Context: an optimization exercise on an open-source flow, tuned for small area. The choices shown serve that exercise and are no tape-out recipe.
At most, simulation tests tie the RTL to the original design; equivalence was not proved.

==> flow/design.v (excerpt) <==
module sqrt_u32 (
    input  wire        clk,
    input  wire        rst_n,
    input  wire        valid_in,
    input  wire [31:0] data_i,
    output wire        valid_out,
    output wire [15:0] data_o
);
    reg [1:0] v;
    always @(posedge clk or negedge rst_n)
        if (!rst_n) v <= 2'd0;
        else v <= {v[0], valid_in};
    assign valid_out = v[1];
    wire [9:0] r9_d;
    reg  [9:0] r9_q;
    wire [8:0] q9_d;
    reg  [8:0] q9_q;
    wire [13:0] x9_d;
    reg  [13:0] x9_q;
    always @(posedge clk) begin
        r9_q <= r9_d;
        q9_q <= q9_d;
        x9_q <= x9_d;
    end
    wire [13:0] r13_d;
    reg  [13:0] r13_q;
    wire [12:0] q13_d;
    reg  [12:0] q13_q;
    wire [5:0] x13_d;
    reg  [5:0] x13_q;
    always @(posedge clk) begin
        r13_q <= r13_d;
        q13_q <= q13_d;
        x13_q <= x13_d;
    end
    sqrt_seg0 u_seg0 (.x0(data_i), .r9(r9_d), .q9(q9_d), .x9(x9_d));
    sqrt_seg1 u_seg1 (.r9(r9_q), .q9(q9_q), .x9(x9_q), .r13(r13_d), .q13(q13_d), .x13(x13_d));
    sqrt_seg2 u_seg2 (.r13(r13_q), .q13(q13_q), .x13(x13_q), .q16(data_o));
endmodule
export LEC_CHECK = 0
export ABC_AREA = 1
export CAP_MARGIN = 20
export CORE_MARGIN = 2
export CORE_UTILIZATION = 55
export CTS_BUF_LIST = sky130_fd_sc_hd__clkbuf_8
export GPL_TIMING_DRIVEN = 0
export PLACE_DENSITY = 0.65
export SETUP_SLACK_MARGIN = -0.5
export SLEW_MARGIN = 20
create_clock -name core_clock -period 9.0 [get_ports {clk}]
standard.sh (not shown) runs the stock make flow with config.mk's settings and CLKGATE_MAP_FILE= SYNTH_SCRIPT=/design/flow/synth_recipe.tcl, a recipe that flattens the netlist after the stock synthesis.
==> flow/flow/run.sh <==
#!/bin/bash
# Standard layout (standard.sh) with its own logic mapping:
# - synthesis keeps the pipeline-stage modules apart until after ABC (SYNTH_HIERARCHICAL=1)
#   and maps each with its own ABC script (flow/*.abc), so a stage with timing to spare is
#   mapped for area and one without is mapped for speed; the standard flow's synthesis script then
#   flattens the design as usual (no pass-through buffers: SYNTH_INSBUF=0). The registers all
#   sit in the top module, as in the RTL.
# - Yosys's full-adder extraction is skipped (ADDER_MAP_FILE empty), so ABC maps the carry
#   chains itself.
# - input and output ports get the smallest buffer (buf_1).
export BUFFER_PORTS_ARGS="-buffer_cell sky130_fd_sc_hd__buf_1"
# - clock tree without dummy loads.
export CTS_ARGS="-sink_clustering_enable -repair_clock_nets -buf_list sky130_fd_sc_hd__clkbuf_8 -dont_use_dummy_load"
set -euo pipefail
here=$(pwd)
sed 's|^\(\s*\)log_cmd abc {\*}$abc_args|\1source $::env(MY_ABC_TCL)|' \
  "$FLOW_HOME/scripts/synth.tcl" > "$here/synth_abc.tcl"
grep -q 'MY_ABC_TCL' "$here/synth_abc.tcl"
sed "s|\$::env(SCRIPTS_DIR)/synth.tcl|$here/synth_abc.tcl|" synth_recipe.tcl > "$here/synth_recipe_abc.tcl"
grep -q synth_abc.tcl "$here/synth_recipe_abc.tcl"
sed "s|SYNTH_SCRIPT=[^ ]*|SYNTH_SCRIPT=$here/synth_recipe_abc.tcl|" standard.sh > "$here/standard_abc.sh"
export ADDER_MAP_FILE=
export SYNTH_HIERARCHICAL=1
export SYNTH_INSBUF=0
export MY_ABC_TCL="$here/flow/abc_per_module.tcl"
export MY_ABC_MOD=" sqrt_seg0 $here/flow/t6.abc sqrt_seg1 $here/flow/u3.abc sqrt_seg2 $here/flow/s11.abc"
bash "$here/standard_abc.sh" > standard.log 2>&1
==> flow/flow/abc_per_module.tcl <==
# Sourced by synth_abc.tcl in place of ORFS's single abc call: each pipeline-stage module gets
# its own ABC script (MY_ABC_MOD is "module script ..."), then the top module (registers only)
# gets ORFS's script.
foreach {mod scr} $::env(MY_ABC_MOD) {
  log_cmd abc {*}[lreplace $abc_args 1 1 $scr] $mod
}
log_cmd abc {*}$abc_args $::env(DESIGN_NAME)
==> flow/flow/s11.abc <==
strash
dc2
dch -f
map -a
topo
stime -c
buffer -c
upsize -c
dnsize -c
==> flow/flow/t6.abc <==
strash
dc2
dch
map -B 0.9
topo
stime -c
buffer -c
dnsize -c
==> flow/flow/u3.abc <==
strash
dc2
dch -f
map -B 0.9
topo
stime -c
buffer -c
dnsize -c
Then changed:
--- a/flow/design.v
+++ b/flow/design.v
@@ -60,13 +60,13 @@
     assign c1[2] = (t1[1] & n1[1]) | (t1[1] & c1[1]) | (n1[1] & c1[1]);
     assign d1[2] = t1[2] ^ n1[2] ^ c1[2];
     assign c1[3] = (t1[2] & n1[2]) | (t1[2] & c1[2]) | (n1[2] & c1[2]);
     assign d1[3] = t1[3] ^ n1[3] ^ c1[3];
     assign c1[4] = (t1[3] & n1[3]) | (t1[3] & c1[3]) | (n1[3] & c1[3]);
     wire ge1 = c1[4];
-    wire [2:0] r2 = t1[2:0] ^ ({3{ge1}} & (n1[2:0] ^ c1[2:0]));
+    wire [2:0] r2 = ge1 ? d1[2:0] : t1[2:0];
     wire [27:0] x2 = x1[27:0];
     wire [1:0] q2 = {q1, ge1};
     wire [4:0] t2 = {r2, x2[27:26]};
     wire [4:0] n2 = {1'b1, ~q2, 2'b10};
     wire [5:0] c2;
     wire [4:0] d2;
@@ -79,13 +79,13 @@
     assign c2[3] = (t2[2] & n2[2]) | (t2[2] & c2[2]) | (n2[2] & c2[2]);
     assign d2[3] = t2[3] ^ n2[3] ^ c2[3];
     assign c2[4] = (t2[3] & n2[3]) | (t2[3] & c2[3]) | (n2[3] & c2[3]);
     assign d2[4] = t2[4] ^ n2[4] ^ c2[4];
     assign c2[5] = (t2[4] & n2[4]) | (t2[4] & c2[4]) | (n2[4] & c2[4]);
     wire ge2 = c2[5];
-    wire [3:0] r3 = t2[3:0] ^ ({4{ge2}} & (n2[3:0] ^ c2[3:0]));
+    wire [3:0] r3 = ge2 ? d2[3:0] : t2[3:0];
     wire [25:0] x3 = x2[25:0];
     wire [2:0] q3 = {q2, ge2};
     wire [5:0] t3 = {r3, x3[25:24]};
     wire [5:0] n3 = {1'b1, ~q3, 2'b10};
     wire [6:0] c3;
     wire [5:0] d3;
@@ -100,13 +100,13 @@
     assign c3[4] = (t3[3] & n3[3]) | (t3[3] & c3[3]) | (n3[3] & c3[3]);
     assign d3[4] = t3[4] ^ n3[4] ^ c3[4];
     assign c3[5] = (t3[4] & n3[4]) | (t3[4] & c3[4]) | (n3[4] & c3[4]);
     assign d3[5] = t3[5] ^ n3[5] ^ c3[5];
     assign c3[6] = (t3[5] & n3[5]) | (t3[5] & c3[5]) | (n3[5] & c3[5]);
     wire ge3 = c3[6];
-    wire [4:0] r4 = t3[4:0] ^ ({5{ge3}} & (n3[4:0] ^ c3[4:0]));
+    wire [4:0] r4 = ge3 ? d3[4:0] : t3[4:0];
     wire [23:0] x4 = x3[23:0];
     wire [3:0] q4 = {q3, ge3};
     wire [6:0] t4 = {r4, x4[23:22]};
     wire [6:0] n4 = {1'b1, ~q4, 2'b10};
     wire [7:0] c4;
     wire [6:0] d4;
@@ -123,13 +123,13 @@
     assign c4[5] = (t4[4] & n4[4]) | (t4[4] & c4[4]) | (n4[4] & c4[4]);
     assign d4[5] = t4[5] ^ n4[5] ^ c4[5];
     assign c4[6] = (t4[5] & n4[5]) | (t4[5] & c4[5]) | (n4[5] & c4[5]);
     assign d4[6] = t4[6] ^ n4[6] ^ c4[6];
     assign c4[7] = (t4[6] & n4[6]) | (t4[6] & c4[6]) | (n4[6] & c4[6]);
     wire ge4 = c4[7];
-    wire [5:0] r5 = t4[5:0] ^ ({6{ge4}} & (n4[5:0] ^ c4[5:0]));
+    wire [5:0] r5 = ge4 ? d4[5:0] : t4[5:0];
     wire [21:0] x5 = x4[21:0];
     wire [4:0] q5 = {q4, ge4};
     wire [7:0] t5 = {r5, x5[21:20]};
     wire [7:0] n5 = {1'b1, ~q5, 2'b10};
     wire [8:0] c5;
     wire [7:0] d5;
Outcome:
- worst setup slack gets better by 54 ps
- wire length went down slightly
- sequential share of layout area went down by 0.15 points
- critical path depth went down by 6
- global-route usage went up by 0.15 points
- utilization barely changes
- register-to-register slack gets worse by 40 ps
- die area went up slightly
Only the layout flow was run in the second run of this note; the RTL was not checked for function there.

========
JK:
Another version of the RTL of sqrt_u32 (not shown whole).
Size in the first run: ~1200 cells after synthesis, about 52 I/O pins, ~6900 um^2 of cells after synthesis.
Settings: LEC_CHECK=0, ABC_AREA=1, CAP_MARGIN=20, CORE_MARGIN=2, CORE_UTILIZATION=40, SLEW_MARGIN=20; clock period 9.0 ns.
==> flow/flow/run.sh <==
#!/bin/bash
# Standard layout, but synthesis skips Yosys's full-adder extraction (ADDER_MAP_FILE empty),
# so ABC maps the carry chains itself; registers and everything else are as standard.
set -euo pipefail
export ADDER_MAP_FILE=
bash standard.sh > standard.log 2>&1
To summarise JK: no stage aborted, but the layout did not pass its checks, failing on setup timing.
> inputs changed (JK -> MS)
diff --git a/flow/design.v b/flow/design.v
--- a/flow/design.v
+++ b/flow/design.v
@@ -66,71 +66,67 @@
     assign r2 = r2_d;
     assign q2 = q2_d;
     assign x2 = x2_d;
     assign r3 = r3_d;
     assign q3 = q3_d;
     assign x3 = x3_d;
     assign r4 = r4_d;
     assign q4 = q4_d;
     assign x4 = x4_d;
     assign r5 = r5_d;
     assign q5 = q5_d;
     assign x5 = x5_d;
-    reg  [6:0] r6_q;
-    reg  [5:0] q6_q;
-    reg  [19:0] x6_q;
-    always @(posedge clk) begin
-        r6_q <= r6_d;
-        q6_q <= q6_d;
-        x6_q <= x6_d;
-    end
-    assign r6 = r6_q;
-    assign q6 = q6_q;
-    assign x6 = x6_q;
+    assign r6 = r6_d;
+    assign q6 = q6_d;
+    assign x6 = x6_d;
     assign r7 = r7_d;
     assign q7 = q7_d;
     assign x7 = x7_d;
     assign r8 = r8_d;
     assign q8 = q8_d;
     assign x8 = x8_d;
     assign r9 = r9_d;
     assign q9 = q9_d;
     assign x9 = x9_d;
-    assign r10 = r10_d;
-    assign q10 = q10_d;
-    assign x10 = x10_d;
+    reg  [10:0] r10_q;
+    reg  [9:0] q10_q;
+    reg  [11:0] x10_q;
+    always @(posedge clk) begin
+        r10_q <= r10_d;
+        q10_q <= q10_d;
+        x10_q <= x10_d;
+    end
+    assign r10 = r10_q;
+    assign q10 = q10_q;
+    assign x10 = x10_q;
     assign r11 = r11_d;
     assign q11 = q11_d;
     assign x11 = x11_d;
-    reg  [12:0] r12_q;
-    reg  [11:0] q12_q;
-    reg  [7:0] x12_q;
-    always @(posedge clk) begin
-        r12_q <= r12_d;
-        q12_q <= q12_d;
-        x12_q <= x12_d;
-    end
-    assign r12 = r12_q;
-    assign q12 = q12_q;
-    assign x12 = x12_q;
+    assign r12 = r12_d;
+    assign q12 = q12_d;
+    assign x12 = x12_d;
     assign r13 = r13_d;
     assign q13 = q13_d;
     assign x13 = x13_d;
     assign r14 = r14_d;
     assign q14 = q14_d;
     assign x14 = x14_d;
     assign r15 = r15_d;
     assign q15 = q15_d;
     assign x15 = x15_d;
-    assign q16 = q16_d;
+    reg  [15:0] q16_q;
+    always @(posedge clk) begin
+        q16_q <= q16_d;
+    end
+    assign q16 = q16_q;
     wire [1:0] t0 = x0[31:30];
     wire [2:0] d0 = {1'b0, t0} - 3'd1;
     wire ge0 = ~d0[2];
     assign r1_d = ge0 ? d0[1:0] : t0[1:0];
     assign x1_d = x0[29:0];
     assign q1_d = ge0;
     wire [3:0] t1 = {r1, x1[29:28]};
     wire [4:0] c1;
     wire [3:0] d1;
     wire [3:0] n1 = {1'b1, ~q1, 2'b10};
     assign c1[0] = 1'b1;
     assign d1[0] = t1[0] ^ n1[0] ^ c1[0];
MS ends up with lower synthesized cell count than JK does. The layout from MS, despite a flow that completed every stage, fails the layout checks, with the failing checks listed as setup timing. MS against JK: critical path data required time went up 1.99 ns, number of sequential cells went down by 25%, final worst slack shrank by 1.98 ns, final setup violation count increased 14. Compared with JK, in MS post-cts gate resize count went up, utilization went up, tap cell instance count went down, average routed wire per standard cell went up.
Function was not checked in any run of this note: the RTL went through the layout flow alone.

static timing again, ports no longer ideal:
Ports are ideal in the flow. The routed layouts listed here were re-timed in OpenROAD. Step 1 sets driving cells, clkbuf_16 on the clock port and buf_2 on the other inputs (assumed; they add their load-dependent delay and slew). Step 2, shift: input delay + t, output delay - t, t = (earliest + latest rising clock arrival at the registers) / 2. This alone moves slack from input paths to output paths. Three values: ideal ports, drivers, drivers and shift; two values: the first two.
| run | t, ns | setup slack, ns | worst setup path after step 2 |
|---|---|---|---|
| the first run of note 1 | 0.369 | 0.307 / 0.317 / -0.052 | input to register |
| the second run of note 1 | 0.371 | 0.361 / 0.372 / 0.001 | input to register |
| JK | 0.382 | -0.567 / -0.607 / -0.225 | register to output |
| MS | 0.341 | -2.546 / -2.556 / -2.896 | input to register |
With both steps, setup timing fails in the first run of note 1, where it was met with ideal ports. For the second run of note 1, which loses most, drivers alone change the setup slack by +0.011 ns; drivers and shift together by -0.360 ns.
